Background: an optimization exercise with open tools, aiming at small area, a short achievable clock period and few clock cycles per item. Do not read the settings as production practice.
Where RTL was checked, it was by simulation tests only, not by an equivalence proof against the original.

==> inputs of build 52 <==
## Processor
module Processor(
	input					CLOCK_50,
	input					rst,
	output	[3:0]			imem_addr,
	input	[31:0]			imem_data,
	output	reg				retire,
	output	[3:0]			flags_out,
	output	reg	[31:0]		result_out
);
integer k;
reg  [31:0]  rf [0:14];		 
reg  [14:0]  rf_v;			 
reg  [31:0]  dm [0:15];		 
reg  [15:0]  dm_v;			 
reg          fN, fZ, fC, fV;
assign flags_out = {fN, fZ, fC, fV};
reg          ir_v;			 
reg  [3:0]   ir_pc;			 
reg  [3:0]   pc_r;			 
reg  [3:0]   ir_cond;
reg  [3:0]   ir_rd;			 
reg  [3:0]   ir_off;		 
reg          k_mul;			 
reg          k_ld, k_st, k_br;
reg          k_wr;			 
reg          k_fl;			 
reg          k_arith;		 
reg          k_acv;			 
reg          k_inva, k_invb;	 
reg          k_cinc;		 
reg          k_cin1;		 
reg  [3:0]   k_tt;			 
reg  [31:0]  opn;			 
reg  [31:0]  op2;			 
reg  [31:0]  opd;			 
reg          sc_c;			 
reg          sc_v;			 
reg          mbusy;			 
reg  [31:0]  mplier;		 
reg          mprev;			 
reg pass;
always @(*) begin
	case (ir_cond)
	4'h0: pass = fZ;
	4'h1: pass = !fZ;
	4'h2: pass = fC;
	4'h3: pass = !fC;
	4'h4: pass = fN;
	4'h5: pass = !fN;
	4'h6: pass = fV;
	4'h7: pass = !fV;
	4'h8: pass = fC && !fZ;
	4'h9: pass = !fC || fZ;
	4'ha: pass = fC == fV;
	4'hb: pass = fC != fV;
	4'hc: pass = (fC == fV) && !fZ;
	4'hd: pass = (fC != fV) || fZ;
	default: pass = 1'b1;
	endcase
end
wire [3:0]  pc_inc = ir_pc + 4'd1;
wire        sc = sc_c ? fC : sc_v;
wire [31:0] mrest = mbusy ? mplier : opn;			 
wire        mlow  = mbusy && mprev;					 
wire        m_one = k_mul && (mrest[0] ^ mlow);		 
wire        m_two = k_mul && ((mrest[1] && !mrest[0] && !mlow) || (!mrest[1] && mrest[0] && mlow));	 
wire        mneg  = k_mul && mrest[1];				 
wire        selr  = k_mul && mbusy;					 
wire        seln  = !k_mul;							 
wire [31:0] src1  = ({32{selr}} & result_out) | ({32{seln}} & opn);
wire        sel1  = !k_mul || m_one;
wire        invb  = k_invb || mneg;
wire [31:0] ax = src1 ^ {32{k_inva}};
  ...
export LEC_CHECK = 0
export ABC_AREA = 1
export CAP_MARGIN = 20
export CORE_MARGIN = 2
export CORE_UTILIZATION = 30
export CTS_BUF_LIST = sky130_fd_sc_hd__clkbuf_8
export SETUP_SLACK_MARGIN = 5
export SLEW_MARGIN = 20
create_clock -name core_clock -period 11.0 [get_ports {CLOCK_50}]
run.sh (not shown) runs the stock make flow with config.mk's settings and CLKGATE_MAP_FILE= SYNTH_SCRIPT=/design/flow/synth_recipe.tcl, a recipe that flattens the netlist after the stock synthesis.
==> trial 8 (differences from build 52) <==
--- a/flow/design.v
+++ b/flow/design.v
@@ -11,17 +11,16 @@
 reg  [31:0]  rf [0:14];		 
 reg  [14:0]  rf_v;			 
 reg  [31:0]  dm [0:15];		 
 reg  [15:0]  dm_v;			 
 reg          fN, fZ, fC, fV;
 assign flags_out = {fN, fZ, fC, fV};
 reg          ir_v;			 
 reg  [3:0]   ir_pc;			 
-reg  [3:0]   pc_r;			 
 reg  [3:0]   ir_cond;
 reg  [3:0]   ir_rd;			 
 reg  [3:0]   ir_off;		 
 reg          k_mul;			 
 reg          k_ld, k_st, k_br;
 reg          k_wr;			 
 reg          k_fl;			 
 reg          k_arith;		 
@@ -31,18 +30,18 @@
 reg          k_cin1;		 
 reg  [3:0]   k_tt;			 
 reg  [31:0]  opn;			 
 reg  [31:0]  op2;			 
 reg  [31:0]  opd;			 
 reg          sc_c;			 
 reg          sc_v;			 
 reg          mbusy;			 
-reg  [31:0]  mplier;		 
-reg          mprev;			 
+reg  [30:0]  mplier;		 
+reg  [3:0]   pc_r;			 
 reg pass;
 always @(*) begin
 	case (ir_cond)
 	4'h0: pass = fZ;
 	4'h1: pass = !fZ;
 	4'h2: pass = fC;
 	4'h3: pass = !fC;
 	4'h4: pass = fN;
@@ -55,29 +54,24 @@
 	4'hb: pass = fC != fV;
 	4'hc: pass = (fC == fV) && !fZ;
 	4'hd: pass = (fC != fV) || fZ;
 	default: pass = 1'b1;
 	endcase
 end
 wire [3:0]  pc_inc = ir_pc + 4'd1;
 wire        sc = sc_c ? fC : sc_v;
-wire [31:0] mrest = mbusy ? mplier : opn;			 
-wire        mlow  = mbusy && mprev;					 
-wire        m_one = k_mul && (mrest[0] ^ mlow);		 
-wire        m_two = k_mul && ((mrest[1] && !mrest[0] && !mlow) || (!mrest[1] && mrest[0] && mlow));	 
-wire        mneg  = k_mul && mrest[1];				 
+wire        mterm = mbusy ? mplier[0] : opn[0];		 
 wire        selr  = k_mul && mbusy;					 
 wire        seln  = !k_mul;							 
 wire [31:0] src1  = ({32{selr}} & result_out) | ({32{seln}} & opn);
-wire        sel1  = !k_mul || m_one;
-wire        invb  = k_invb || mneg;
+wire        en_b  = !(k_mul && !mterm);
 wire [31:0] ax = src1 ^ {32{k_inva}};
-wire [31:0] ay = ((op2 & {32{sel1}}) | ({op2[30:0], 1'b0} & {32{m_two}})) ^ {32{invb}};
-wire        cin = k_cinc ? fC : (k_cin1 || mneg);
+wire [31:0] ay = (op2 & {32{en_b}}) ^ {32{k_invb}};
+wire        cin = k_cinc ? fC : k_cin1;
 wire [31:0] p0 = ax ^ ay;
 wire [31:0] g0 = {ax[31:1] & ay[31:1], (ax[0] & ay[0]) | (p0[0] & cin)};
 wire [31:0] g1, p1, g2, p2, g3, p3, g4, p4, g5;
 genvar gi;
 generate
 	for (gi = 0; gi < 32; gi = gi + 1) begin : pfx
 		if (gi >= 1)  begin assign g1[gi] = g0[gi] | (p0[gi] & g0[gi-1]);  assign p1[gi] = p0[gi] & ((gi == 1) ? 1'b0 : p0[gi-1]); end
 		else          begin assign g1[gi] = g0[gi];                         assign p1[gi] = 1'b0; end
@@ -96,84 +90,81 @@
 wire        cout = g5[31];
 reg  [31:0] logic_r;
 always @(*) for (k = 0; k < 32; k = k + 1) logic_r[k] = k_tt[{src1[k], op2[k]}];
 wire [31:0] res = k_arith ? sum : logic_r;
 wire newN = res[31];
 wire newZ = (res == 32'b0);
 wire newC = k_acv ? cout : sc;
 wire newV = k_acv ? ((ax[31] == ay[31]) && (sum[31] != ax[31])) : fV;
-wire mul_last = (mrest[31:1] == 31'b0) || (mrest[31:1] == 31'h7fffffff) || (op2[29:0] == 30'b0);
+wire mul_last = ((mbusy ? mplier[30:1] : opn[31:1]) == 31'b0) || (op2[30:0] == 31'b0);
 wire mul_more = ir_v && k_mul && pass && !mul_last;	 
 wire done     = ir_v && !mul_more;					 
 wire [3:0]  maddr = opn[3:0] + op2[3:0];
 reg  [31:0] mdata;
 always @(*) begin
 	mdata = 32'b0;
 	for (k = 0; k < 16; k = k + 1)
 		if (maddr == k && dm_v[k]) mdata = mdata | dm[k];
 end
 wire [31:0] wdata = k_ld ? mdata : res;
 wire wr_rd   = pass && k_wr;
 wire wr_reg  = done && wr_rd && ir_rd != 4'd15;		 
+wire wr_pc   = done && wr_rd && ir_rd == 4'd15;		 
 wire wr_mem  = done && pass && k_st;
 wire wr_flag = done && pass && k_fl;
 wire [3:0]  br_tgt = ir_pc + ir_off;
-wire wr_r15  = done && wr_rd && ir_rd == 4'd15;		 
-wire r15_dp  = wr_r15 && !k_ld;						 
 wire [3:0]  npc_fast = (k_br && pass) ? br_tgt : pc_inc;
-wire [3:0]  f_pc = rst ? 4'd0 : (ir_v ? npc_fast : pc_r);
-assign imem_addr = (r15_dp && !rst) ? wdata[3:0] : f_pc;
+assign imem_addr = rst ? 4'd0 : (ir_v ? npc_fast : pc_r);
 wire [31:0] f   = imem_data;
 wire [3:0]  f_n = f[19:16];
 wire [3:0]  f_d = f[15:12];
 wire [3:0]  f_s = f[11:8];
 wire [3:0]  f_m = f[3:0];
-wire [3:0]  f_pc_inc = imem_addr + 4'd1;	 
-wire [3:0]  f_pc_inc_s = f_pc + 4'd1;		 
+wire [3:0]  f_pc_inc = imem_addr + 4'd1;
 wire        f_dp  = f[27:26] == 2'b00;
 wire        f_ls  = f[27:26] == 2'b01;
 wire        f_br  = f[27:26] == 2'b10;
 wire        f_I   = f[25];
 wire [3:0]  f_cmd = f[24:21];
 wire        f_mul = f_dp && f[25:21] == 5'b00000 && f[7:4] == 4'b1001;
 wire        f_ramt = f_dp && !f_I && f[4];		 
 wire        f_dpi  = f_dp && f_I;				 
 wire        f_lsi  = f_ls && !f_I;				 
 wire        fwd_ok = !rst && wr_reg;
 wire [14:0] rv = rst ? 15'b0 : rf_v;
 reg  [31:0] rn_f, rm_f, rd_f;
 reg  [7:0]  rs_f;
 always @(*) begin
 	rn_f = (f_n == 4'd15) ? {28'b0, f_pc_inc} : 32'b0;
-	rm_f = (f_m == 4'd15) ? {28'b0, f_pc_inc_s} : 32'b0;
+	rm_f = (f_m == 4'd15) ? {28'b0, f_pc_inc} : 32'b0;
 	rd_f = (f_d == 4'd15) ? {28'b0, f_pc_inc} : 32'b0;
-	rs_f = (f_s == 4'd15) ? {4'b0, f_pc_inc_s} : 8'b0;
+	rs_f = (f_s == 4'd15) ? {4'b0, f_pc_inc} : 8'b0;
 	for (k = 0; k < 15; k = k + 1) begin
 		if (f_n == k && rv[k]) rn_f = rn_f | rf[k];
 		if (f_m == k && rv[k]) rm_f = rm_f | rf[k];
 		if (f_d == k && rv[k]) rd_f = rd_f | rf[k];
 		if (f_s == k && rv[k]) rs_f = rs_f | rf[k][7:0];
 	end
 end
 wire        fw_n = fwd_ok && f_n == ir_rd;
 wire        fw_m = fwd_ok && f_m == ir_rd;
 wire        fw_s = fwd_ok && f_s == ir_rd;
 wire        fw_d = fwd_ok && f_d == ir_rd;
 wire [31:0] vn_f = fw_n ? wdata : rn_f;
 wire [31:0] vd_f = fw_d ? wdata : rd_f;
-wire [7:0]  vs_f = fw_s ? res[7:0] : rs_f;	 
+wire [7:0]  vs_f = fw_s ? wdata[7:0] : rs_f;
 wire [63:0] imm_dbl = {24'b0, f[7:0], 24'b0, f[7:0]} >> {f[11:8], 1'b0};
 wire [31:0] imm_rot = imm_dbl[31:0];
 wire        sel_imm = f_dpi;
 wire        sel_off = f_lsi;
 wire        sel_fw  = !f_dpi && !f_lsi && fw_m;
 wire        sel_rm  = !f_dpi && !f_lsi && !fw_m;
 wire [31:0] vm = ({32{sel_imm}} & imm_rot) | ({32{sel_off}} & {20'b0, f[11:0]}) |
-                 ({32{sel_fw}} & res) | ({32{sel_rm}} & rm_f);
+                 ({32{sel_fw}} & wdata) | ({32{sel_rm}} & rm_f);
 wire [7:0]  vs = f_ramt ? vs_f : ((f_dpi || f_lsi) ? 8'd0 : {3'b0, f[11:7]});
 wire        t_lsl = f[6:5] == 2'b00;
 wire        t_asr = f[6:5] == 2'b10;
 wire        t_ror = f[6:5] == 2'b11;
 wire [4:0]  n5  = vs[4:0];
 wire        big = |vs[7:5];					 
 wire        nz  = |vs;						 
 wire [31:0] r0 = t_lsl ? {vm[0], vm[31:1]} : vm;
@@ -207,22 +198,19 @@
 	4'hc:       f_tt = 4'b1110;		 
 	4'hd:       f_tt = 4'b1010;		 
 	4'he:       f_tt = 4'b0100;		 
 	default:    f_tt = 4'b0101;		 
 	endcase
 end
 wire f_arith = f_mul || (f_dp && (f_cmd[3:1] == 3'b001 || f_cmd[3:1] == 3'b010 || f_cmd[3:1] == 3'b011 || f_cmd[3:1] == 3'b101));
 wire f_immc  = f_dpi && f[11:8] != 4'd0;	 
-wire f_r15   = !f_br && ((f_m == 4'd15 && !f_dpi && !f_lsi) || (f_s == 4'd15 && f_ramt));	 
-wire f_lduse = k_ld && ((fw_m && !f_dpi && !f_lsi) || (fw_s && f_ramt));
-wire bubble  = !rst && ((wr_r15 && (k_ld || f_r15)) || f_lduse);
 always @(posedge CLOCK_50) begin
 	if (rst || !mul_more) begin
-		ir_v    <= !bubble;
+		ir_v    <= rst || !wr_pc;
 		ir_pc   <= imem_addr;
 		ir_cond <= f[31:28];
 		ir_rd   <= f_d;
 		ir_off  <= f[3:0];
 		k_mul   <= f_mul;
 		k_ld    <= f_ls && f[20];
 		k_st    <= f_ls && !f[20];
 		k_br    <= f_br;
@@ -237,17 +225,17 @@
 		k_tt    <= f_tt;
 		opn     <= vn_f;
 		opd     <= vd_f;
 		op2     <= sh;
 		sc_c    <= !f_immc && !nz;
 		sc_v    <= f_immc ? imm_rot[31] : shc;
 	end
 	else begin
-		op2     <= {op2[29:0], 2'b0};
+		op2     <= {op2[30:0], 1'b0};
 	end
 end
 always @(posedge CLOCK_50) begin
 	if (rst) begin
 		retire <= 1'b0;
 		mbusy  <= 1'b0;
 		fN <= 1'b0; fZ <= 1'b0; fC <= 1'b0; fV <= 1'b0;
 		rf_v   <= 15'b0;
@@ -259,27 +247,24 @@
 		if (wr_flag) begin fN <= newN; fZ <= newZ; fC <= newC; fV <= newV; end
 		if (wr_reg) rf_v[ir_rd] <= 1'b1;
 		if (wr_mem) dm_v[maddr] <= 1'b1;
 	end
 end
 always @(posedge CLOCK_50) begin
 	if (!rst && wr_reg) rf[ir_rd] <= wdata;
 	if (!rst && wr_mem) dm[maddr] <= opd;
-	if (bubble) pc_r <= wr_r15 ? wdata[3:0] : imem_addr;
+	if (wr_pc) pc_r <= wdata[3:0];
 end
 always @(posedge CLOCK_50) begin
 	if (done) begin
 		if (k_br) result_out <= {28'b0, npc_fast};
 		else if (wr_rd) result_out <= (ir_rd == 4'd15) ? {28'b0, wdata[3:0]} : wdata;
 		else result_out <= opd;
 	end
 	else if (mul_more) begin
 		result_out <= sum;			 
 	end
 end
 always @(posedge CLOCK_50) begin
-	if (mul_more) begin
-		mplier <= {{2{mrest[31]}}, mrest[31:2]};
-		mprev  <= mrest[1];
-	end
+	if (mul_more) mplier <= mbusy ? {1'b0, mplier[30:1]} : opn[31:1];
 end
 endmodule
ABC_AREA = unset   (was 1)
CORE_UTILIZATION = 25   (was 30)
CTS_BUF_LIST = unset   (was sky130_fd_sc_hd__clkbuf_8)
TNS_END_PERCENT = 100   (was unset)
==> trial 26 (differences from build 52) <==
--- a/flow/design.v
+++ b/flow/design.v
@@ -116,17 +116,17 @@
 wire wr_reg  = done && wr_rd && ir_rd != 4'd15;		 
 wire wr_mem  = done && pass && k_st;
 wire wr_flag = done && pass && k_fl;
 wire [3:0]  br_tgt = ir_pc + ir_off;
 wire wr_r15  = done && wr_rd && ir_rd == 4'd15;		 
 wire r15_dp  = wr_r15 && !k_ld;						 
 wire [3:0]  npc_fast = (k_br && pass) ? br_tgt : pc_inc;
 wire [3:0]  f_pc = rst ? 4'd0 : (ir_v ? npc_fast : pc_r);
-assign imem_addr = (r15_dp && !rst) ? wdata[3:0] : f_pc;
+assign imem_addr = (r15_dp && !rst) ? res[3:0] : f_pc;	 
 wire [31:0] f   = imem_data;
 wire [3:0]  f_n = f[19:16];
 wire [3:0]  f_d = f[15:12];
 wire [3:0]  f_s = f[11:8];
 wire [3:0]  f_m = f[3:0];
 wire [3:0]  f_pc_inc = imem_addr + 4'd1;	 
 wire [3:0]  f_pc_inc_s = f_pc + 4'd1;		 
 wire        f_dp  = f[27:26] == 2'b00;
@@ -230,25 +230,27 @@
 		k_fl    <= f_dp && f[20];
 		k_arith <= f_arith;
 		k_acv   <= f_arith && !f_mul;
 		k_inva  <= !f_mul && (f_cmd == 4'h3 || f_cmd == 4'h7);
 		k_invb  <= !f_mul && (f_cmd == 4'h2 || f_cmd == 4'h6 || f_cmd == 4'ha);
 		k_cinc  <= !f_mul && (f_cmd == 4'h5 || f_cmd == 4'h6 || f_cmd == 4'h7);
 		k_cin1  <= !f_mul && (f_cmd == 4'h2 || f_cmd == 4'h3 || f_cmd == 4'ha);
 		k_tt    <= f_tt;
-		opn     <= vn_f;
-		opd     <= vd_f;
 		op2     <= sh;
 		sc_c    <= !f_immc && !nz;
 		sc_v    <= f_immc ? imm_rot[31] : shc;
 	end
 	else begin
 		op2     <= {op2[29:0], 2'b0};
 	end
+end
+always @(posedge CLOCK_50) begin
+	opn <= vn_f;
+	opd <= vd_f;
 end
 always @(posedge CLOCK_50) begin
 	if (rst) begin
 		retire <= 1'b0;
 		mbusy  <= 1'b0;
 		fN <= 1'b0; fZ <= 1'b0; fC <= 1'b0; fV <= 1'b0;
 		rf_v   <= 15'b0;
 		dm_v   <= 16'b0;
CTS_BUF_LIST = unset   (was sky130_fd_sc_hd__clkbuf_8)
==> results.ini <==
[pwr]
internal-power_mw = 8.431
ir_drop_v = 0.0001557

[timing]
fin_hold_ws_ns = 0.4650

[placement]
dpl.hpwl_um = 212100
gp_congestion = 1.031

[layout]
final.clkbuf_count = 167
drive_gt1_share_pct = 11.96
buf_share_pct = 4.398

[yosys]
synth_nets = 6866
syn-cell-area_mm2 = 0.06357

[outcome]
status = complete, no violations

That was trial 26.
==> results.ini <==
[outcome]
status = complete, no violations

[route]
wl_met3_um = 48760
drtAntennaViolNets = 0

[layout]
final.clkbuf_count = 214
buf_share_pct = 5.756
areaGrowthSynthToFinish_pct = 20.51
drive_gt1_share_pct = 15.40

[yosys]
syn-cell-area_mm2 = 0.06345
synth_nets = 6626

[clock_network]
clk_pin_slew_ns = 0.06

[pwr]
internal-power_mw = 7.977

[timing]
fin_hold_ws_ns = 0.4902
clock_skew_ns = 0.1117

That was build 52.
==> results.ini <==
[outcome]
status = complete, no violations

[pwr]
internal-power_mw = 8.680

[yosys]
synth_nets = 5538

[placement]
gp_congestion = 1.002

[layout]
final.clkbuf_count = 159
buf_share_pct = 5.144
drive_gt1_share_pct = 19.04

[timing]
fin_hold_ws_ns = 0.4997

That was trial 8.
Testbench counts of build 52, summed over its fixed seeds: cycles 3,376, instrs 3,072.
Testbench counts of trial 26, summed over its fixed seeds: cycles 3,376, instrs 3,072.
Function not checked in trial 8: the RTL went through the layout flow alone.

port drivers added, routing unchanged:
Ports are ideal in the flow. The routed layouts listed here were re-timed in OpenROAD. Step 1: set_driving_cell puts a clkbuf_16 on CLOCK_50 and a buf_2 on each other input, an assumption about the parent block. Step 2 times the ports against the registers' clock, not the clock port: input delays grow and output delays shrink by t, the midpoint of the rising clock arrivals with the driver on. Three values: no drivers, after step 1, after step 2; two values: the first two.
run | t, ns | setup WS [ns] | hold slack, ns | worst setup path at the end | latest minus earliest clock arrival (ns)
build 52 | 1.093 | 3.893 / 3.811 / 3.951 | 0.490 / 0.490 / 0.490 | register to register | 0.114 / 0.114
trial 8 | 0.895 | 4.847 / 4.760 / 4.026 | 0.500 / 0.500 / 0.500 | input to register | 0.053 / 0.053
trial 26 | 0.889 | 4.704 / 4.619 / 4.096 | 0.465 / 0.465 / 0.465 | input to register | 0.070 / 0.071
After both steps setup and hold are still met in every run listed. For trial 8, which loses most, drivers alone change the setup slack by -0.087 ns; drivers and shift together by -0.821 ns.
